Context: an optimization exercise on an open-source flow, tuned for small area, a short achievable clock period and few clock cycles per item. The choices shown serve that exercise and are no tape-out recipe.
RTL that was checked went through simulation tests only; none was proved equivalent to the original.
The RTL of run 3 was laid out without a check of its function.

===== design/flow/flow/run.sh =====
#!/bin/bash
# Standard ORFS layout, but the port buffers are the smallest buffer cell and
# CTS uses smaller buffers and no dummy loads.
set -euo pipefail
export BUFFER_PORTS_ARGS="-buffer_cell sky130_fd_sc_hd__buf_1"
export ADDER_MAP_FILE=
export CTS_ARGS="-sink_clustering_enable -repair_clock_nets -dont_use_dummy_load -buf_list {sky130_fd_sc_hd__clkbuf_4 sky130_fd_sc_hd__clkbuf_8}"
bash standard.sh > standard_make.log 2>&1

===== design/flow/standard.sh =====
#!/bin/bash
# synth_recipe.tcl (not shown) runs the flow's synth.tcl, then flattens the netlist and writes it again
# the make line also repeats each setting of config.mk as NAME=value (left out here)
make -C /OpenROAD-flow-scripts/flow DESIGN_CONFIG=/design/flow/config.mk WORK_HOME=/design/flow/orfs CLKGATE_MAP_FILE= SYNTH_SCRIPT=/design/flow/synth_recipe.tcl "${@:-finish}"

===== design/flow/config.mk =====
export PLATFORM = sky130hd
export DESIGN_NAME = xtea_cores
export DESIGN_NICKNAME = xtea_cores
export VERILOG_FILES = /design/flow/design.v
export SDC_FILE = /design/flow/constraint.sdc
export NUM_CORES = 4
export LEC_CHECK = 0
export ABC_AREA = 1
export CAP_MARGIN = 20
export CORE_MARGIN = 2
export CORE_UTILIZATION = 60
export PLACE_DENSITY = 0.75
export SETUP_SLACK_MARGIN = 3.4
export SLEW_MARGIN = 20

===== design/flow/constraint.sdc =====
create_clock -name core_clock -period 7.0 [get_ports {clk}]
set_input_delay 1.4000 -clock core_clock [delete_from_list [all_inputs] [get_ports {clk}]]
set_output_delay 1.4000 -clock core_clock [all_outputs]
set_load 0.01 [all_outputs]

===== design/flow/design.v =====
`default_nettype none
module xtea (
    input  wire [31:0] a,
    input  wire [31:0] b,
    input  wire [31:0] k,
    input  wire        cin,
    output wire [31:0] y
);
  wire [31:0] s = (b << 4) ^ (b >> 5);
  wire [31:0] c1;
  xtea_sk pf1 (.g(s & b), .p(s ^ b), .cin(1'b0), .c(c1));
  wire [31:0] f = s ^ b ^ c1;
  wire [31:0] gk = f ^ k;
  wire [31:0] c2;
  xtea_sk pf2 (.g(a & gk), .p(a ^ gk), .cin(cin), .c(c2));
  assign y = a ^ gk ^ c2;
endmodule
module xtea_sk (
    input  wire [31:0] g,
    input  wire [31:0] p,
    input  wire        cin,
    output wire [31:0] c
);
  wire [31:0] g0 = {g[31:1], g[0] | (p[0] & cin)};
  genvar l, m;
  generate
    for (l = 0; l < 5; l = l + 1) begin : lev
      wire [31:0] gi, pi, gs, ps, go, po;
      if (l == 0) begin : first
        assign gi = g0;
        assign pi = p;
      end else begin : next
        assign gi = lev[l-1].go;
        assign pi = lev[l-1].po;
      end
      for (m = 0; m < 32; m = m + (2 << l)) begin : blk
        assign gs[m+(1<<l)-1:m] = {(1 << l) {1'b0}};
        assign ps[m+(1<<l)-1:m] = {(1 << l) {1'b1}};
        assign gs[m+(2<<l)-1:m+(1<<l)] = {(1 << l) {gi[m+(1<<l)-1]}};
        assign ps[m+(2<<l)-1:m+(1<<l)] = {(1 << l) {pi[m+(1<<l)-1]}};
      end
      assign go = gi | (pi & gs);
      assign po = pi & ps;
    end
  endgenerate
  assign c = {lev[4].go[30:0], cin};
endmodule
`default_nettype none
module xtea_cores (
    input wire clk,
    input wire rst_i,
    input wire valid_i,
    input wire en_i,
    input wire [63:0] data_a_i,
    input wire [63:0] data_b_i,
    input wire [127:0] key,
    input wire decrypt_i,
    output wire [63:0] result_a_o,
    output wire [63:0] result_b_o,
    output reg valid_o,
    output reg busy_o
);
  localparam [31:0] DELTA = 32'h9e3779b9;
  localparam [31:0] SUM32 = 32'hc6ef3720;
  reg [6:0] cnt;
  reg dec;
  reg swp;
  reg cin;   
  reg [31:0] k0, k1, k2, k3;
  reg [31:0] aa, ba, ab, bb;
  reg [31:0] kr, t;
  wire rdy = ~busy_o | valid_o;
  wire acc = rdy & valid_i & en_i;
  wire last = dec ? (cnt == 7'd65) : (cnt == 7'd63);
  always @(posedge clk or posedge rst_i) begin
    if (rst_i) begin
      busy_o <= 1'b0;
      valid_o <= 1'b0;
    end else if (acc) begin
      busy_o <= 1'b1;
      valid_o <= 1'b0;
    end else if (valid_o) begin
      busy_o <= 1'b0;
      valid_o <= 1'b0;
    end else if (busy_o) begin
      valid_o <= last;
    end
  end
  always @(posedge clk or posedge rst_i) begin
    if (rst_i) begin
      cnt <= 7'd0;
      dec <= 1'b0;
      swp <= 1'b0;
      cin <= 1'b0;
    end else if (rdy) begin
      cnt <= 7'd0;
      dec <= decrypt_i;
      swp <= decrypt_i;
      cin <= decrypt_i;
    end else begin
      cnt <= cnt + 7'd1;
      swp <= dec & (cnt == 7'd64);
      cin <= cin & busy_o;
    end
  end
  always @(posedge clk) begin
    if (rdy) begin
      k0 <= key[127:96];
      k1 <= key[95:64];
      k2 <= key[63:32];
      k3 <= key[31:0];
    end
  end
  wire p = cnt[0] ^ dec;   
  wire [1:0] sel = cnt[0] ? t[1:0] : t[12:11];
  reg [31:0] ksel;
  always @(*) begin
    case (sel)
      2'd0: ksel = k0;
      2'd1: ksel = k1;
      2'd2: ksel = k2;
      default: ksel = k3;
    endcase
  end
  wire [31:0] sk = t + ksel;
  always @(posedge clk) begin
    if (rdy) begin
      kr <= key[127:96];
      t  <= decrypt_i ? SUM32 : DELTA;
    end else begin
      kr <= sk ^ {32{dec}};
      if (p) t <= dec ? t - DELTA : t + DELTA;
    end
  end
  wire [31:0] na, nb;
  xtea step_a (.a(aa), .b(ba), .k(kr), .cin(cin), .y(na));
  xtea step_b (.a(ab), .b(bb), .k(kr), .cin(cin), .y(nb));
  always @(posedge clk) begin
    if (rdy) begin
      aa <= data_a_i[63:32];
      ba <= data_a_i[31:0];
      ab <= data_b_i[63:32];
      bb <= data_b_i[31:0];
    end else begin
      aa <= ba;
      ba <= swp ? aa : na;
      ab <= bb;
      bb <= swp ? ab : nb;
    end
  end
  assign result_a_o = {aa, ba};
  assign result_b_o = {ab, bb};
endmodule

==> results of run 1 <==
==> layer usage <==
layer	vias to the layer above	share of wire, %
li1	12700	-
met1	11000	42
met2	1047	44
met3	186	9.2
met4	0	4.8
met5	-	0
==> stage by stage <==
| stage | cell area, µm² | util (%) |
|---|---|---|
| after global placement | 25800 | 65.0 |
| after detailed placement | 25800 | 65.0 |
| after global routing | 26900 | 67.9 |
| final | 26900 | 67.9 |
| after floorplan | 24000 | - |
| after CTS | 26700 | 67.3 |
==> worst register-to-register path, delay by kind of cell, from the launching register on <==
family,cells,cell delay [ns]
XOR/XNOR,1,0.12
AO/OA/AOI/OAI,5,1.12
flip-flops,1,0.44
buffers and inverters,5,0.71
AND/OR/NAND/NOR,9,0.83
==> worst max path at each step <==
| stage | from | to | slack (ns) | cells after the start |
|---|---|---|---|---|
| final | t[12]$_SDFFCE_PN1P_ | kr[19]$_DFF_P_ | 3.58 | 20 |
| after global routing | cnt[0]$_DFF_PP0_ | kr[25]$_DFF_P_ | 3.38 | 21 |
| after CTS | dec$_DFFE_PP0N_ | t[31]$_SDFFCE_PN1P_ | 3.39 | 19 |
| after detailed placement | dec$_DFFE_PP0N_ | t[31]$_SDFFCE_PN1P_ | 2.64 | 19 |
| after global placement | dec$_DFFE_PP0N_ | t[31]$_SDFFCE_PN1P_ | 2.73 | 19 |
| after floorplan | dec$_DFFE_PP0N_ | t[0]$_DFFE_PP_ | 3.71 | 6 |
==> what timing repair did <==
action                     in CTS  in global routing
hold buffers                    0                  0
buffers inserted                8                 12
cloned                          5                  0
resized for setup               9                 51
pin swaps                       3                  3
setup endpoints to repair      41                 50
==> sequential cells by signal, indices dropped and copies added, names as in the netlist <==
name / count
ab: 32
k0: 32
cnt: 7
cin: 1
dec: 1
swp: 1
k1: 32
bb: 32
valid_o: 1
kr: 32
k3: 32
k2: 32
t: 32
ba: 32
busy_o: 1
aa: 32
==> final cells by class <==
cell class                 count  share of cell area, %
clock buffer                  54                   2.76
inverter                     511                   7.19
multi-input combinational   2821                   50.0
sequential                   332                   31.0
tap                          525                   2.44
timing repair buffer         417                   6.51
timing repair inverter         1                 0.0186
==> cells in the mapped netlist (3+ instances only) <==
| cell | n |
|---|---|
| edfxtp_1 | 160 |
| a31oi_1 | 13 |
| nand4_1 | 34 |
| nand2_2 | 41 |
| nand2_4 | 7 |
| buf_2 | 13 |
| o21ai_2 | 13 |
| xnor2_1 | 53 |
| o221ai_1 | 3 |
| o21a_1 | 11 |
| buf_6 | 11 |
| a21boi_0 | 13 |
| nand2_1 | 1344 |
| or2_2 | 13 |
| a21oi_2 | 3 |
| dfrtp_1 | 12 |
| a21boi_1 | 7 |
| dfxtp_1 | 160 |
| nor2_2 | 12 |
| buf_1 | 3 |
| nor2_1 | 266 |
| nand3b_1 | 15 |
| o21ai_0 | 243 |
| nand3_1 | 324 |
| a21oi_1 | 157 |
| nor2_4 | 5 |
| nand3_2 | 17 |
| or2_1 | 17 |
| and3_1 | 3 |
| inv_1 | 451 |
| buf_4 | 6 |
| a21o_1 | 6 |
| nor3_1 | 17 |
| o211ai_1 | 8 |
| inv_2 | 57 |
| clkbuf_1 | 48 |
| o21bai_1 | 3 |
| o21ai_1 | 44 |
| xor2_1 | 102 |
==> cells by family (layout without fill, tap and decap cells) <==
family / Yosys count / in the layout / synth area share [%]
compound gates: 539 / 541 / 12.5
flops: 332 / 332 / 34.6
simple gates: 2123 / 2125 / 37.5
buf+inv: 593 / 983 / 9.79
xor+xnor: 155 / 155 / 5.66
==> flow_metrics.py, run 1 <==
metrics = {
    "placement": {
        "dp.cells": 4582,
        "globalplace.congestion": 0.982,
        "dpl_worst_slack_ns": 2.64,
        "hpwlAfterDp_mm": 56.1,
        "port-buffer-count": 390,
    },
    "synthesis": {
        "total_of_flip_flops_plus_latches_after_synthesis": 332,
        "synth-seq-area-share_pct": 34.6,
        "async_reset_ff_share_pct": 3.61,
        "post_synth_inst_count": 3742,
        "synth_warnings": 1,
        "synthDominantAreaCellType": "nand2_1",
        "synthesized_area_divided_by_synthesized_cell_count_um2": 6.42,
        "synth.area.top_cells": "nand2_1, edfxtp_1, dfxtp_1",
        "syn_area_um2": 24000,
        "synth_nets": 4003,
        "number_of_enable_flip_flop_cells_after_synthesis": 160,
        "yosys.area.top_type_share_pct": 21.0,
        "synth.distinct_cells": 58,
        "synth_top_flop_cell": "edfxtp_1",
    },
    "cells_and_area": {
        "area_growth_syn_to_layout_pct": 12.1,
        "area.sequential_um2": 8360,
        "top_library_cells_by_usage_in_the_layout_fill_and_taps_aside": "nand2_1, inv_1, buf_1",
        "fill_cells": 3811,
        "final_standard_cell_count_with_taps_included_and_fillers_excluded": 4661,
        "insertedDiodeCount": 0,
        "area_occupied_by_multi_input_gates_um2": 13500,
        "layout.cells.most_common": "nand2_1",
        "drive_above_1_share_pct": 7.54,
        "net_count_of_the_finished_layout": 4399,
    },
    "worst_setup_path": {
        "rrSetupSlack_ns": 3.58,
        "rr_worst_depth": 20,
        "critical_path.endpoint_type": "flop",
        "timing.setup.critical_path_class": "reg -> reg",
        "crit-reg2reg-launch": "t[12]$_SDFFCE_PN1P_",
        "cpMaxStageDelayCell": "edfxtp_1",
        "timing.critical_path.slowest_cell_delay_ns": 0.44,
        "critical_path_required_ns": 7.46,
        "worstPathCellList": "clkinvlp_4 -> o21ai_4 -> buf_4 -> nor2_4 -> buf_4 -> nand2_1 -> nand3_1 -> o21ai_1 -> nor2_1 -> inv_1 -> nand2_1 -> nor2_1 -> inv_2 -> o21ai_0 -> a21oi_1 -> nand2_2 -> nand2_1 -> nand2_1 -> xnor2_1 -> o21ai_1",
        "critPathTopFamily": "compound AO/OA/AOI/OAI gates",
        "worstReg2RegEnd": "kr[19]$_DFF_P_",
        "crit_fanout": 11,
        "critical_path_arrival_ns": 3.88,
        "setup.worst_path.start_class": "flop",
        "cp_num_buf_inv": 5,
        "timing.critical_path.mode_cell": "nand2_1",
    },
    "global_route": {
        "vias_in_the_first_global_route": 22400,
        "grt_max_degree": 203,
        "grt-ovfl-total": 0,
        "use_met3_pct": 6.57,
        "grt_antenna_before_repair": 0,
        "global_route_hottest_layer": "met2",
        "first_pass_grt_wire_length_mm": 115,
        "globalRouteTotalUtil_pct": 35.2,
        "globalRouteMet2Util_pct": 55.7,
        "globalRouteMet1Util_pct": 46.4,
    },
    "timing": {
        "least_setup_slack_across_all_paths_after_layout_ns": 3.58,
        "max-slew-margin-rel_pct": 31.6,
        "final_max_slew_viol_count": 0,
        "final.period_utilization_pct": 48.8,
        "report.final.hold_viol_count": 0,
        "rsz_0062_raised_after_global_routing": "true",
        "report.final.setup_viol": 0,
        "worst_slew_pin_slew_ns": 1.03,
        "worst_clock_skew_ns": 0.0484,
        "finalSetupTns_ns": 0,
        "hold-worst-slack_ns": 0.504,
        "clock.fmax_ghz": 0.293,
        "fin_crit_ns": 3.42,
    },
    "cts": {
        "max-clock-path-buffers": 3,
        "clock-sinks": 332,
        "worst_setup_hold_path_clk_slew_ns": 0.06,
        "cts_buffers": 54,
        "cts.htree.levels": 2,
        "worst_skew_pair.late_latency_ns": 0.65,
        "ctsRootBufferMaster": "clkbuf_8",
        "tritoncts": "done",
    },
    "floorplan": {
        "initial_utilization_pct": 60.6,
        "die_height_um": 204,
        "core_um2": 39600,
        "io-pin-count": 391,
        "fp-row-count": 73,
        "chipWidth_um": 204,
        "dieArea_um2": 41600,
    },
    "detailed_routing": {
        "route.antenna.remaining_nets": 0,
        "detailedRoute.firstPassIterationCount": 6,
        "via_per_inst": 5.35,
        "route.detailed.wl_per_inst_um": 16.0,
        "vias": 24900,
        "route.final.wire_length_mm": 74.5,
        "drc_errors": 0,
        "first_iter_violations": 2027,
    },
    "worst_hold_path": {
        "worst_hold_path.num_cells": 1,
        "min_from": "cnt[5]$_DFF_PP0_",
        "holdPathEnd": "cnt[5]$_DFF_PP0_",
        "min_path_type": "reg -> reg",
    },
    "run": {
        "timing.max_cap.violations": 0,
    },
    "status": {
        "run_status": "timing/DRC/antenna clean",
    },
}
Testbench counts, summed over its fixed seeds: cycles 25,346, items 768.
==> run 2: changes to the inputs <==
--- a/design/flow/config.mk
+++ b/design/flow/config.mk
@@ -10,5 +10,5 @@
 export CORE_MARGIN = 2
 export CORE_UTILIZATION = 60
 export PLACE_DENSITY = 0.75
-export SETUP_SLACK_MARGIN = 3.4
+export SETUP_SLACK_MARGIN = 3.5
 export SLEW_MARGIN = 20
==> flow_metrics.py, run 2 <==
metrics = {
    "cts": {
        "worst_skew_pair.late_latency_ns": 0.65,
        "tritoncts": "done",
        "cts_buffers": 54,
        "worst_setup_hold_path_clk_slew_ns": 0.06,
        "cts.htree.levels": 2,
        "ctsRootBufferMaster": "clkbuf_8",
        "clock-sinks": 332,
        "number_of_buffers_added_to_fix_hold_violations_after_cts": 0,
        "max-clock-path-buffers": 3,
    },
    "detailed_routing": {
        "wl_met2_mm": 32.6,
        "first_iter_violations": 2188,
        "maxUsedRoutingLayer": "met4",
        "route.final.wire_length_mm": 74.9,
        "via_per_inst": 5.35,
        "drc_errors": 0,
        "vias": 25000,
        "route.detailed.wl_per_inst_um": 16.1,
        "met3_length_mm": 6.75,
        "detailedRoute.firstPassIterationCount": 6,
        "route.antenna.remaining_nets": 0,
        "routedLengthMet1_mm": 31.8,
    },
    "worst_setup_path": {
        "rrSetupSlack_ns": 3.72,
        "crit-reg2reg-launch": "cnt[0]$_DFF_PP0_",
        "timing.critical_path.slowest_cell_delay_ns": 0.55,
        "crit_fanout": 36,
        "setup.worst_path.start_class": "flop",
        "timing.critical_path.mode_cell": "nand2_1",
        "critical_path_required_ns": 7.51,
        "cpMaxStageDelayCell": "dfrtp_4",
        "critical_path_arrival_ns": 3.79,
        "timing.setup.critical_path_class": "reg -> reg",
        "worstPathCellList": "nand2_1 -> o21ai_4 -> buf_8 -> nor2_4 -> buf_12 -> nand2_1 -> nand3_1 -> o21ai_1 -> or2_1 -> nand3_2 -> nand2_2 -> inv_2 -> o21ai_2 -> nand2_1 -> nand2_2 -> nand2_1 -> nand2_1 -> nand3_1 -> nand2_1 -> nand2_1 -> nand2_1 -> or2_1 -> nand3_1 -> nand2_1",
        "rr_worst_depth": 24,
        "critical_path.endpoint_type": "flop",
        "worstReg2RegEnd": "kr[24]$_DFF_P_",
    },
    "timing": {
        "max-slew-margin-rel_pct": 31.1,
        "final.period_utilization_pct": 46.9,
        "fin_crit_ns": 3.28,
        "report.final.setup_viol": 0,
        "clock.fmax_ghz": 0.305,
        "finalSetupTns_ns": 0,
        "worst_slew_pin_slew_ns": 1.03,
        "report.final.hold_viol_count": 0,
        "final_max_slew_viol_count": 0,
        "worst_clock_skew_ns": 0.0448,
        "rsz_0062_raised_after_global_routing": "true",
    },
    "synthesis": {
        "syn_area_um2": 24000,
        "yosys.area.top_type_share_pct": 21.0,
        "synthesized_area_divided_by_synthesized_cell_count_um2": 6.42,
        "number_of_enable_flip_flop_cells_after_synthesis": 160,
        "synth_warnings": 1,
        "post_synth_inst_count": 3742,
        "synth.area.top_cells": "nand2_1, edfxtp_1, dfxtp_1",
        "synth_commonest_cells": "nand2_1, inv_1, nand3_1, nor2_1, o21ai_0",
        "async_reset_ff_share_pct": 3.61,
        "synth_top_flop_cell": "edfxtp_1",
        "synthDominantAreaCellType": "nand2_1",
        "synth-seq-area-share_pct": 34.6,
        "synth.distinct_cells": 58,
        "synth_nets": 4003,
        "synthMostInstantiatedCell": "nand2_1",
        "total_of_flip_flops_plus_latches_after_synthesis": 332,
    },
    "floorplan": {
        "dieArea_um2": 41600,
        "io-pin-count": 391,
        "chipWidth_um": 204,
        "die_height_um": 204,
        "initial_utilization_pct": 60.6,
        "core_um2": 39600,
        "fp-row-count": 73,
    },
    "worst_hold_path": {
        "worst_hold_path.num_cells": 1,
        "min_from": "cnt[5]$_DFF_PP0_",
        "min_path_type": "reg -> reg",
        "holdPathEnd": "cnt[5]$_DFF_PP0_",
    },
    "placement": {
        "hpwlAfterDp_mm": 56.1,
        "dp.cells": 4582,
        "port-buffer-count": 390,
        "globalplace.congestion": 0.982,
    },
    "cells_and_area": {
        "fill_cells": 3767,
        "insertedDiodeCount": 0,
        "net_count_of_the_finished_layout": 4401,
        "final_standard_cell_count_with_taps_included_and_fillers_excluded": 4663,
        "top_library_cells_by_usage_in_the_layout_fill_and_taps_aside": "nand2_1, inv_1, buf_1",
        "area_growth_syn_to_layout_pct": 12.7,
        "area.sequential_um2": 8400,
        "layout.cells.most_common": "nand2_1",
        "area_occupied_by_multi_input_gates_um2": 13600,
        "drive_above_1_share_pct": 8.43,
    },
    "global_route": {
        "vias_in_the_first_global_route": 22500,
        "grt-ovfl-total": 0,
        "first_pass_grt_wire_length_mm": 115,
        "grt_antenna_before_repair": 0,
        "globalRouteTotalUtil_pct": 35.3,
        "grt_max_degree": 203,
    },
    "run": {
        "timing.max_cap.violations": 0,
    },
    "status": {
        "run_status": "timing/DRC/antenna clean",
    },
}
[run 2: cell counts after synthesis]
Identical to the previous run, type by type.
[run 2: layer usage]
metal | global-route usage, % | vias up
li1 | - | 12700
met1 | 46.3 | 11000
met2 | 55.6 | 1074
met3 | 6.66 | 203
met4 | 18.0 | 0
met5 | 0 | -
[run 2: logic make-up (layout without fill, tap and decap cells)]
group / Yosys count / count (layout) / share of synthesized area (%)
buffers and inverters: 593 / 985 / 9.79
flip-flops: 332 / 332 / 34.6
AND/OR/NAND/NOR: 2123 / 2125 / 37.5
AO/OA/AOI/OAI: 539 / 541 / 12.5
XOR/XNOR: 155 / 155 / 5.66
[run 2: metrics by stage]
stage | hold WS [ns] | setup WS (ns) | util, % | cell area, µm²
global placement | 0.489 | 2.73 | 65.0 | 25800
floorplan | 0.457 | 3.71 | - | 24000
detailed placement | 0.490 | 2.64 | 65.0 | 25800
global route | 0.531 | 3.48 | 68.3 | 27100
CTS | 0.502 | 3.55 | 67.5 | 26800
finish | 0.504 | 3.72 | 68.3 | 27100
[run 2: worst max path at each step]
stage	to	slack, ns	cells after the start	start
after detailed placement	t[31]$_SDFFCE_PN1P_	2.64	19	dec$_DFFE_PP0N_
after CTS	kr[18]$_DFF_P_	3.55	20	cnt[0]$_DFF_PP0_
final	kr[24]$_DFF_P_	3.72	24	cnt[0]$_DFF_PP0_
after floorplan	t[0]$_DFFE_PP_	3.71	6	dec$_DFFE_PP0N_
after global placement	t[31]$_SDFFCE_PN1P_	2.73	19	dec$_DFFE_PP0N_
after global routing	bb[31]$_DFF_P_	3.48	25	bb[28]$_DFF_P_
[run 2: final cells by class]
type                       count  area share [%]
multi-input combinational   2821            50.1
sequential                   332            31.0
inverter                     511            7.16
timing repair buffer         419            6.55
clock buffer                  54            2.75
tap                          525            2.43
timing repair inverter         1          0.0185
[run 2: what timing repair did]
action	4_1_cts	5_1_grt
cloned	5	0
gates resized for setup	11	102
setup buffers	13	9
pin swaps	3	4
endpoints found under the setup margin	44	59
[run 2: critical path: cells and delay by family (launching register included)]
family	cells	cell delay (ns)
compound gates	3	0.21
buf+inv	3	0.40
flops	1	0.55
simple gates	18	1.92
==> run 3: changes to the inputs <==
--- a/design/flow/design.v
+++ b/design/flow/design.v
@@ -112,7 +112,7 @@
     end
   end
   wire p = cnt[0] ^ dec;   
-  wire [1:0] sel = cnt[0] ? t[1:0] : t[12:11];
+  reg [1:0] sel;
   reg [31:0] ksel;
   always @(*) begin
     case (sel)
@@ -122,14 +122,19 @@
       default: ksel = k3;
     endcase
   end
-  wire [31:0] sk = t + ksel;
+  wire [31:0] skc;
+  xtea_sk skadd (.g(t & ksel), .p(t ^ ksel), .cin(1'b0), .c(skc));
+  wire [31:0] sk = t ^ ksel ^ skc;
+  wire [31:0] tn = p ? (dec ? t - DELTA : t + DELTA) : t;
   always @(posedge clk) begin
     if (rdy) begin
-      kr <= key[127:96];
-      t  <= decrypt_i ? SUM32 : DELTA;
+      kr  <= key[127:96];
+      t   <= decrypt_i ? SUM32 : DELTA;
+      sel <= decrypt_i ? SUM32[12:11] : DELTA[12:11];
     end else begin
-      kr <= sk ^ {32{dec}};
-      if (p) t <= dec ? t - DELTA : t + DELTA;
+      kr  <= sk ^ {32{dec}};
+      t   <= tn;
+      sel <= cnt[0] ? tn[12:11] : tn[1:0];
     end
   end
   wire [31:0] na, nb;
==> flow_metrics.py, run 3 <==
metrics = {
    "timing": {
        "report.final.setup_viol": 0,
        "rsz_0062_raised_after_global_routing": "false",
        "worst_clock_skew_ns": 0.0861,
        "max-slew-margin-rel_pct": 31.0,
        "report.final.hold_viol_count": 0,
        "clock.fmax_ghz": 0.295,
        "worst_slew_pin_slew_ns": 1.03,
        "final.period_utilization_pct": 48.4,
        "final_max_slew_viol_count": 0,
        "fin_crit_ns": 3.39,
        "finalSetupTns_ns": 0,
    },
    "detailed_routing": {
        "via_per_inst": 5.62,
        "route.detailed.wl_per_inst_um": 17.1,
        "route.final.wire_length_mm": 78.2,
        "wl_met2_mm": 35.7,
        "detailedRoute.firstPassIterationCount": 9,
        "route.antenna.remaining_nets": 0,
        "first_iter_violations": 2419,
        "routedLengthMet1_mm": 31.6,
        "drc_errors": 0,
        "maxUsedRoutingLayer": "met4",
        "met3_length_mm": 7.38,
        "vias": 25700,
    },
    "cts": {
        "worst_setup_hold_path_clk_slew_ns": 0.06,
        "tritoncts": "done",
        "number_of_buffers_added_to_fix_hold_violations_after_cts": 0,
        "cts.htree.levels": 2,
        "max-clock-path-buffers": 3,
        "clock-sinks": 334,
        "ctsRootBufferMaster": "clkbuf_8",
        "cts_buffers": 55,
        "worst_skew_pair.late_latency_ns": 0.70,
    },
    "synthesis": {
        "synthDominantAreaCellType": "nand2_1",
        "synth.area.top_cells": "nand2_1, edfxtp_1, dfxtp_1",
        "post_synth_inst_count": 3667,
        "synth_commonest_cells": "nand2_1, inv_1, nand3_1, nor2_1, o21ai_0",
        "synthesized_area_divided_by_synthesized_cell_count_um2": 6.44,
        "total_of_flip_flops_plus_latches_after_synthesis": 334,
        "async_reset_ff_share_pct": 3.59,
        "syn_area_um2": 23600,
        "synth.distinct_cells": 63,
        "yosys.area.top_type_share_pct": 21.4,
        "synth_top_flop_cell": "dfxtp_1",
        "synthMostInstantiatedCell": "nand2_1",
        "synth-seq-area-share_pct": 35.2,
        "synth_warnings": 1,
        "number_of_enable_flip_flop_cells_after_synthesis": 156,
        "synth_nets": 3928,
    },
    "global_route": {
        "first_pass_grt_wire_length_mm": 121,
        "grt_antenna_before_repair": 0,
        "globalRouteTotalUtil_pct": 37.0,
        "grt_max_degree": 118,
        "vias_in_the_first_global_route": 23900,
        "grt-ovfl-total": 0,
    },
    "worst_setup_path": {
        "critical_path.endpoint_type": "flop",
        "timing.setup.critical_path_class": "reg -> reg",
        "critical_path_arrival_ns": 3.95,
        "critical_path_required_ns": 7.56,
        "crit_fanout": 117,
        "setup.worst_path.start_class": "flop",
    },
    "floorplan": {
        "fp-row-count": 72,
        "core_um2": 38700,
        "initial_utilization_pct": 60.9,
        "io-pin-count": 391,
        "die_height_um": 202,
        "dieArea_um2": 40900,
        "chipWidth_um": 202,
    },
    "status": {
        "run_status": "timing/DRC/antenna clean",
    },
    "cells_and_area": {
        "area_growth_syn_to_layout_pct": 12.7,
        "area.sequential_um2": 8400,
        "fill_cells": 3488,
        "net_count_of_the_finished_layout": 4313,
        "area_occupied_by_multi_input_gates_um2": 13300,
        "drive_above_1_share_pct": 8.57,
        "top_library_cells_by_usage_in_the_layout_fill_and_taps_aside": "nand2_1, inv_1, buf_1",
        "insertedDiodeCount": 0,
        "layout.cells.most_common": "nand2_1",
    },
    "worst_hold_path": {
        "min_path_type": "reg -> reg",
    },
    "run": {
        "timing.max_cap.violations": 0,
    },
    "placement": {
        "hpwlAfterDp_mm": 59.3,
        "globalplace.congestion": 1.03,
        "port-buffer-count": 390,
    },
}
[run 3: cell count changes after synthesis, sizes merged, moves of 6 or more]
cell | previous run | this run
a21oi | 162 | 174
buf | 33 | 24
clkbuf | 49 | 63
dfxtp | 160 | 166
inv | 508 | 453
nand2 | 1392 | 1410
nand3 | 343 | 360
nor2 | 283 | 266
o211ai | 8 | 16
o21ai | 302 | 260
or2 | 30 | 22
xnor2 | 53 | 45
xor2 | 102 | 94
[run 3: cell type report]
cell class | count | area share (%)
Sequential cell | 334 | 31.6
Tap cell | 518 | 2.44
Inverter | 457 | 6.53
Timing Repair Buffer | 415 | 6.59
Multi-Input combinational cell | 2789 | 50.0
Clock buffer | 55 | 2.85
[run 3: final timing paths]
| path | start | cells after the start | slack [ns] | end |
|---|---|---|---|---|
| max | valid_o$_DFF_PP0_ | 6 | 3.61 | kr[4]$_DFF_P_ |
| max in group asynchronous | rst_i | 2 | 5.84 | swp$_DFF_PP0_ |
| max reg2reg | valid_o$_DFF_PP0_ | 6 | 3.61 | kr[4]$_DFF_P_ |
| min | cnt[5]$_DFF_PP0_ | 1 | 0.52 | cnt[5]$_DFF_PP0_ |
| min in group asynchronous | rst_i | 2 | 0.73 | busy_o$_DFFE_PP0P_ |
| min reg2reg | cnt[5]$_DFF_PP0_ | 1 | 0.52 | cnt[5]$_DFF_PP0_ |
[run 3: timing repair]
action,4_1_cts,5_1_grt
setup endpoints to repair,115,81
gates cloned,0,1
gates resized for setup,14,107
setup buffers,2,8
pin swaps,1,6
[run 3: routing by layer]
| layer | up-vias | global-route usage (%) |
|---|---|---|
| li1 | 12500 | - |
| met3 | 254 | 6.09 |
| met4 | 0 | 16.8 |
| met2 | 1316 | 61.2 |
| met5 | - | 0 |
| met1 | 11600 | 47.6 |
[run 3: kinds of logic (layout without fill, tap and decap cells)]
logic type | after synthesis | in the layout | share of synthesized area (%)
flip-flops | 334 | 334 | 35.2
XOR/XNOR | 140 | 140 | 5.25
AO/OA/AOI/OAI | 515 | 515 | 12.0
buffers and inverters | 544 | 927 | 9.01
AND/OR/NAND/NOR | 2134 | 2134 | 38.6
[run 3: stage by stage]
stage          std cells  utilization (%)  hold slack [ns]  instance area [µm²]  setup slack [ns]
2_1_floorplan       3667                -            0.457                23600              3.65
3_3_place_gp        4502             65.6            0.480                25400              2.86
3_5_place_dp        4502             65.6            0.511                25400              2.75
4_1_cts             4559             67.8            0.518                26200              3.50
5_1_grt             4568             68.7            0.546                26600              3.42
6_report            4568             68.7            0.520                26600              3.61
[run 3: critical path: stages (launching register included)]
cell and delay, ns:
dfrtp_1 0.40, nor2_4 0.10, buf_4 0.60, inv_8 0.40
nor2_1 0.67, clkinv_1 0.61, o211ai_1 0.45
==> run 4: changes to the inputs <==
--- a/design/flow/design.v
+++ b/design/flow/design.v
@@ -69,21 +69,26 @@
   reg [31:0] k0, k1, k2, k3;
   reg [31:0] aa, ba, ab, bb;
   reg [31:0] kr, t;
-  wire rdy = ~busy_o | valid_o;
+  reg nrdy;
+  wire rdy = ~nrdy;
   wire acc = rdy & valid_i & en_i;
   wire last = dec ? (cnt == 7'd65) : (cnt == 7'd63);
   always @(posedge clk or posedge rst_i) begin
     if (rst_i) begin
       busy_o <= 1'b0;
       valid_o <= 1'b0;
+      nrdy <= 1'b0;
     end else if (acc) begin
       busy_o <= 1'b1;
       valid_o <= 1'b0;
+      nrdy <= 1'b1;
     end else if (valid_o) begin
       busy_o <= 1'b0;
       valid_o <= 1'b0;
+      nrdy <= 1'b0;
     end else if (busy_o) begin
       valid_o <= last;
+      nrdy <= ~last;
     end
   end
   always @(posedge clk or posedge rst_i) begin
==> flow_metrics.py, run 4 <==
metrics = {
    "global_route": {
        "grt_antenna_before_repair": 1,
        "use_met3_pct": 6.43,
        "globalRouteMet1Util_pct": 48.2,
        "grt-ovfl-total": 0,
        "first_pass_grt_wire_length_mm": 122,
        "globalRouteMet2Util_pct": 61.3,
        "vias_in_the_first_global_route": 23900,
        "grt_max_degree": 173,
        "globalRouteTotalUtil_pct": 37.5,
        "global_route_hottest_layer": "met2",
    },
    "cells_and_area": {
        "area_growth_syn_to_layout_pct": 13.7,
        "net_count_of_the_finished_layout": 4327,
        "layout.cells.most_common": "nand2_1",
        "insertedDiodeCount": 0,
        "top_library_cells_by_usage_in_the_layout_fill_and_taps_aside": "nand2_1, inv_1, buf_1",
        "layout.cell_area.non_filler_um2": 26800,
        "drive_above_1_share_pct": 8.61,
    },
    "synthesis": {
        "syn_area_um2": 23600,
        "synth_warnings": 1,
        "async_reset_ff_share_pct": 3.88,
        "synth_nets": 3927,
        "synth-seq-area-share_pct": 35.4,
        "number_of_enable_flip_flop_cells_after_synthesis": 156,
        "synth_top_flop_cell": "dfxtp_1",
        "synthesized_area_divided_by_synthesized_cell_count_um2": 6.43,
        "synth.area.top_cells": "nand2_1, edfxtp_1, dfxtp_1",
        "synth.distinct_cells": 58,
        "synthDominantAreaCellType": "nand2_1",
        "synth_commonest_cells": "nand2_1, inv_1, nand3_1, nor2_1, o21ai_0",
        "yosys.area.top_type_share_pct": 20.9,
        "total_of_flip_flops_plus_latches_after_synthesis": 335,
        "synthMostInstantiatedCell": "nand2_1",
        "post_synth_inst_count": 3666,
    },
    "cts": {
        "clock-sinks": 335,
        "cts.htree.levels": 2,
        "tritoncts": "done",
        "worst_skew_pair.late_latency_ns": 0.68,
        "worst_setup_hold_path_clk_slew_ns": 0.06,
        "ctsRootBufferMaster": "clkbuf_8",
        "max-clock-path-buffers": 3,
        "cts_buffers": 54,
    },
    "timing": {
        "hold-worst-slack_ns": 0.516,
        "final.period_utilization_pct": 47.6,
        "worst_clock_skew_ns": 0.0937,
        "least_setup_slack_across_all_paths_after_layout_ns": 3.67,
        "fin_crit_ns": 3.33,
        "clock.fmax_ghz": 0.300,
        "max-slew-margin-rel_pct": 30.4,
        "finalSetupTns_ns": 0,
        "report.final.setup_viol": 0,
        "rsz_0062_raised_after_global_routing": "false",
        "worst_slew_pin_slew_ns": 1.04,
        "final_max_slew_viol_count": 0,
        "report.final.hold_viol_count": 0,
    },
    "placement": {
        "hpwlAfterDp_mm": 59.7,
        "placement.cell_area_um2": 25400,
        "port-buffer-count": 390,
        "dpl_worst_slack_ns": 2.94,
        "globalplace.congestion": 1.03,
    },
    "floorplan": {
        "fp-row-count": 72,
        "core_um2": 38700,
        "chipWidth_um": 202,
        "die_height_um": 202,
        "initial_utilization_pct": 60.8,
        "dieArea_um2": 40900,
        "io-pin-count": 391,
    },
    "detailed_routing": {
        "first_iter_violations": 2675,
        "detailedRoute.firstPassIterationCount": 8,
        "drc_errors": 0,
        "via_per_inst": 5.64,
        "route.antenna.remaining_nets": 0,
        "route.final.wire_length_mm": 79.8,
        "route.detailed.wl_per_inst_um": 17.4,
        "vias": 25900,
    },
    "run": {
        "timing.max_cap.violations": 0,
    },
    "worst_setup_path": {
        "critical_path_required_ns": 7.41,
        "critical_path_arrival_ns": 3.75,
        "crit_fanout": 14,
        "timing.setup.critical_path_class": "reg -> reg",
        "critical_path.endpoint_type": "flop",
        "setup.worst_path.start_class": "flop",
    },
    "status": {
        "run_status": "timing/DRC/antenna clean",
    },
    "worst_hold_path": {
        "min_path_type": "reg -> reg",
    },
}
run 4: changes by cell type after synthesis, moves of 5 or more:
| cell | change |
|---|---|
| nor2_1 | +22 |
| xor2_1 | +6 |
| nand3_1 | -6 |
| o21ai_1 | +10 |
| buf_4 | -5 |
| o211ai_1 | -10 |
| nand2_1 | -36 |
| o21ai_0 | +22 |
| nand2_2 | -15 |
| a21boi_1 | +6 |
run 4: layout make-up:
type                       count  area [µm²]
inverter                     461        1760
tap                          518         648
fill                        3450       11900
sequential                   335        8420
multi-input combinational   2787       13300
clock buffer                  54         743
timing repair buffer         427        1880
run 4: final timing paths:
| kind | from | cells after the start | end | slack (ns) |
|---|---|---|---|---|
| max | dec$_DFFE_PP0N_ | 11 | t[29]$_SDFFCE_PN0P_ | 3.67 |
| min | ba[30]$_DFF_P_ | 2 | aa[30]$_DFF_P_ | 0.52 |
| max reg2reg | dec$_DFFE_PP0N_ | 11 | t[29]$_SDFFCE_PN0P_ | 3.67 |
| min reg2reg | ba[30]$_DFF_P_ | 2 | aa[30]$_DFF_P_ | 0.52 |
| max in group asynchronous | rst_i | 2 | swp$_DFF_PP0_ | 5.82 |
| min in group asynchronous | rst_i | 2 | cin$_DFF_PP0_ | 0.74 |
run 4: metrics by stage:
| step | std cells | util [%] |
|---|---|---|
| floorplan | 3666 | - |
| global placement | 4503 | 65.6 |
| detailed placement | 4503 | 65.6 |
| CTS | 4563 | 67.8 |
| global route | 4582 | 69.2 |
| finish | 4582 | 69.2 |
run 4: critical path: stages, from the launching register on:
cell      delay (ns)
dfrtp_2         0.48
buf_12          0.19
xnor2_1         0.58
nor2_1          0.25
nand2_1         0.15
nor2_1          0.06
a211o_1         0.23
a221oi_1        0.31
o21ai_0         0.32
a31oi_1         0.27
xor2_1          0.18
nor2_1          0.05
run 4: what timing repair did:
action | 4_1_cts | 5_1_grt
gates resized for setup | 15 | 123
endpoints found under the setup margin | 48 | 69
pin swaps | 2 | 17
gates cloned | 1 | 5
buffers inserted | 5 | 14
hold buffers | 0 | 0
run 4: cells by family (layout without fill, tap and decap cells):
logic type,Yosys count,in the layout,share of synthesized area (%)
AND/OR/NAND/NOR,2092,2095,37.6
buffers and inverters,547,942,9.04
AO/OA/AOI/OAI,545,545,12.5
flip-flops,335,335,35.4
XOR/XNOR,145,145,5.42
multiplexers,2,2,0.0850
run 4: per-layer routing:
layer	vias up	wire [µm]
li1	12600	-
met1	11600	31200
met2	1391	36100
met3	289	8040
met4	2	4370
met5	-	8
Testbench counts of run 4, summed over its fixed seeds: cycles 25,346, items 768.
==> run 5: changes to the inputs <==
--- a/design/flow/config.mk
+++ b/design/flow/config.mk
@@ -10,5 +10,5 @@
 export CORE_MARGIN = 2
 export CORE_UTILIZATION = 60
 export PLACE_DENSITY = 0.75
-export SETUP_SLACK_MARGIN = 3.5
+export SETUP_SLACK_MARGIN = 3.6
 export SLEW_MARGIN = 20
==> flow_metrics.py, run 5 <==
metrics = {
    "worst_setup_path": {
        "critical_path.endpoint_type": "flop",
        "setup.worst_path.start_class": "flop",
        "critical_path_required_ns": 7.41,
        "timing.setup.critical_path_class": "reg -> reg",
        "timing.critical_path.mode_cell": "nor2_1",
        "timing.critical_path.slowest_cell_delay_ns": 0.58,
        "crit_fanout": 14,
        "cpMaxStageDelayCell": "xnor2_1",
        "worstPathCellList": "buf_12 -> xnor2_1 -> nor2_1 -> nand2_1 -> nor2_1 -> a211o_1 -> a221oi_1 -> o21ai_0 -> a31oi_1 -> xor2_1 -> nor2_1",
        "critical_path_arrival_ns": 3.67,
    },
    "global_route": {
        "global_route_hottest_layer": "met2",
        "grt_antenna_before_repair": 1,
        "grt_max_degree": 173,
        "vias_in_the_first_global_route": 23900,
        "globalRouteMet1Util_pct": 48.2,
        "grt-ovfl-total": 0,
        "use_met3_pct": 6.39,
        "first_pass_grt_wire_length_mm": 122,
        "globalRouteMet2Util_pct": 61.5,
        "globalRouteTotalUtil_pct": 37.6,
    },
    "placement": {
        "placement.cell_area_um2": 25400,
        "hpwlAfterDp_mm": 59.7,
        "dp.cells": 4503,
        "globalplace.congestion": 1.03,
        "port-buffer-count": 390,
    },
    "timing": {
        "report.final.setup_viol": 0,
        "report.final.hold_viol_count": 0,
        "worst_clock_skew_ns": 0.0909,
        "final.period_utilization_pct": 46.6,
        "max-slew-margin-rel_pct": 32.8,
        "rsz_0062_raised_after_global_routing": "true",
        "fin_crit_ns": 3.26,
        "worst_slew_pin_slew_ns": 1.01,
        "final_max_slew_viol_count": 0,
        "hold-worst-slack_ns": 0.514,
        "finalSetupTns_ns": 0,
        "clock.fmax_ghz": 0.306,
    },
    "cts": {
        "cts.htree.levels": 2,
        "cts_buffers": 54,
        "tritoncts": "done",
        "worst_setup_hold_path_clk_slew_ns": 0.06,
        "max-clock-path-buffers": 3,
        "worst_skew_pair.late_latency_ns": 0.67,
        "clock-sinks": 335,
        "ctsRootBufferMaster": "clkbuf_8",
        "number_of_buffers_added_to_fix_hold_violations_after_cts": 0,
    },
    "detailed_routing": {
        "vias": 25900,
        "via_per_inst": 5.65,
        "first_iter_violations": 2821,
        "detailedRoute.firstPassIterationCount": 7,
        "route.final.wire_length_mm": 80.0,
        "route.antenna.remaining_nets": 0,
        "drc_errors": 0,
        "route.detailed.wl_per_inst_um": 17.4,
    },
    "synthesis": {
        "synthDominantAreaCellType": "nand2_1",
        "synthesized_area_divided_by_synthesized_cell_count_um2": 6.43,
        "syn_area_um2": 23600,
        "synthMostInstantiatedCell": "nand2_1",
        "post_synth_inst_count": 3666,
        "number_of_enable_flip_flop_cells_after_synthesis": 156,
        "synth_warnings": 1,
        "total_of_flip_flops_plus_latches_after_synthesis": 335,
        "synth.distinct_cells": 58,
        "synth_commonest_cells": "nand2_1, inv_1, nand3_1, nor2_1, o21ai_0",
        "synth_top_flop_cell": "dfxtp_1",
        "yosys.area.top_type_share_pct": 20.9,
        "synth_nets": 3927,
        "async_reset_ff_share_pct": 3.88,
        "synth.area.top_cells": "nand2_1, edfxtp_1, dfxtp_1",
        "synth-seq-area-share_pct": 35.4,
    },
    "cells_and_area": {
        "drive_above_1_share_pct": 9.58,
        "top_library_cells_by_usage_in_the_layout_fill_and_taps_aside": "nand2_1, inv_1, buf_1",
        "final_standard_cell_count_with_taps_included_and_fillers_excluded": 4591,
        "final_core_utilization_pct": 69.8,
        "net_count_of_the_finished_layout": 4336,
        "layout.cell_area.non_filler_um2": 27000,
        "layout.cells.most_common": "nand2_1",
        "area_growth_syn_to_layout_pct": 14.7,
        "insertedDiodeCount": 0,
    },
    "floorplan": {
        "core_um2": 38700,
        "dieArea_um2": 40900,
        "initial_utilization_pct": 60.8,
        "chipWidth_um": 202,
        "fp-row-count": 72,
        "io-pin-count": 391,
        "die_height_um": 202,
    },
    "worst_hold_path": {
        "min_path_type": "reg -> reg",
    },
    "run": {
        "timing.max_cap.violations": 0,
    },
    "status": {
        "run_status": "timing/DRC/antenna clean",
    },
}
==> run 5: critical path: cells and delay by family (launching register included) <==
kind	cells	cell delay, ns
flip-flops	1	0.42
buffers and inverters	1	0.17
XOR/XNOR	2	0.75
AND/OR/NAND/NOR	4	0.53
AO/OA/AOI/OAI	4	1.13
==> run 5: final timing paths <==
kind,cells past startpoint,start,slack (ns),endpoint
min reg2reg,2,ba[30]$_DFF_P_,0.51,aa[30]$_DFF_P_
max in group asynchronous,2,rst_i,5.81,swp$_DFF_PP0_
min in group asynchronous,2,rst_i,0.75,valid_o$_DFF_PP0_
max,11,dec$_DFFE_PP0N_,3.74,t[29]$_SDFFCE_PN0P_
min,2,ba[30]$_DFF_P_,0.51,aa[30]$_DFF_P_
max reg2reg,11,dec$_DFFE_PP0N_,3.74,t[29]$_SDFFCE_PN0P_
==> run 5: routing by layer <==
metal | part of all wire (%) | up-vias
li1 | - | 12600
met1 | 39 | 11600
met2 | 46 | 1423
met3 | 10 | 288
met4 | 5.3 | 2
met5 | 0.0087 | -
==> run 5: area by class of cell <==
cell class                 instances  area [µm²]
multi-input combinational       2786       13500
timing repair buffer             437        1970
sequential                       335        8440
clock buffer                      54         743
tap                              518         648
inverter                         461        1770
fill                            3442       11700
==> run 5: per-stage QoR <==
step                setup WS, ns
finish                      3.74
global route                3.53
floorplan                   3.66
detailed placement          2.94
global placement            3.12
CTS                         3.60
==> run 5: cell families after synthesis <==
logic type	share of synthesized area (%)
compound gates	12.5
xor+xnor	5.42
buf+inv	9.04
flops	35.4
mux	0.0850
simple gates	37.6
==> run 5: repair_timing <==
item | in CTS | in global routing
resized for setup | 29 | 158
gates cloned | 1 | 4
pin swaps | 3 | 18
setup endpoints to repair | 67 | 71
buffers inserted | 5 | 24

[static timing again, ports no longer ideal]
Ports are ideal in the flow. The routed layouts listed here were re-timed in OpenROAD. Step 1, drivers: a clkbuf_16 drives clk and a buf_2 each remaining input, both assumed. Step 2 adds t to the input delays and takes it off the output delays; t is the mean of the earliest and latest rising clock arrival at the registers after step 1. Input paths then give back, and output paths get back, about the clock's delay inside the block. a / b / c = ideal ports / drivers / drivers and shift; a / b = the first two.
run | t, ns | slack for setup (ns) | worst data-port slew with drivers (ns) | cell pins on the clock port's net
run 1 | 0.682 | 3.583 / 3.583 / 3.583 | 0.04 | 1
run 2 | 0.684 | 3.716 / 3.716 / 3.716 | 0.04 | 1
run 3 | 0.709 | 3.613 / 3.613 / 3.613 | 0.07 | 1
run 4 | 0.684 | 3.670 / 3.670 / 3.670 | 0.05 | 1
run 5 | 0.682 | 3.737 / 3.737 / 3.737 | 0.05 | 1
After both steps setup and hold are still met in every run listed.
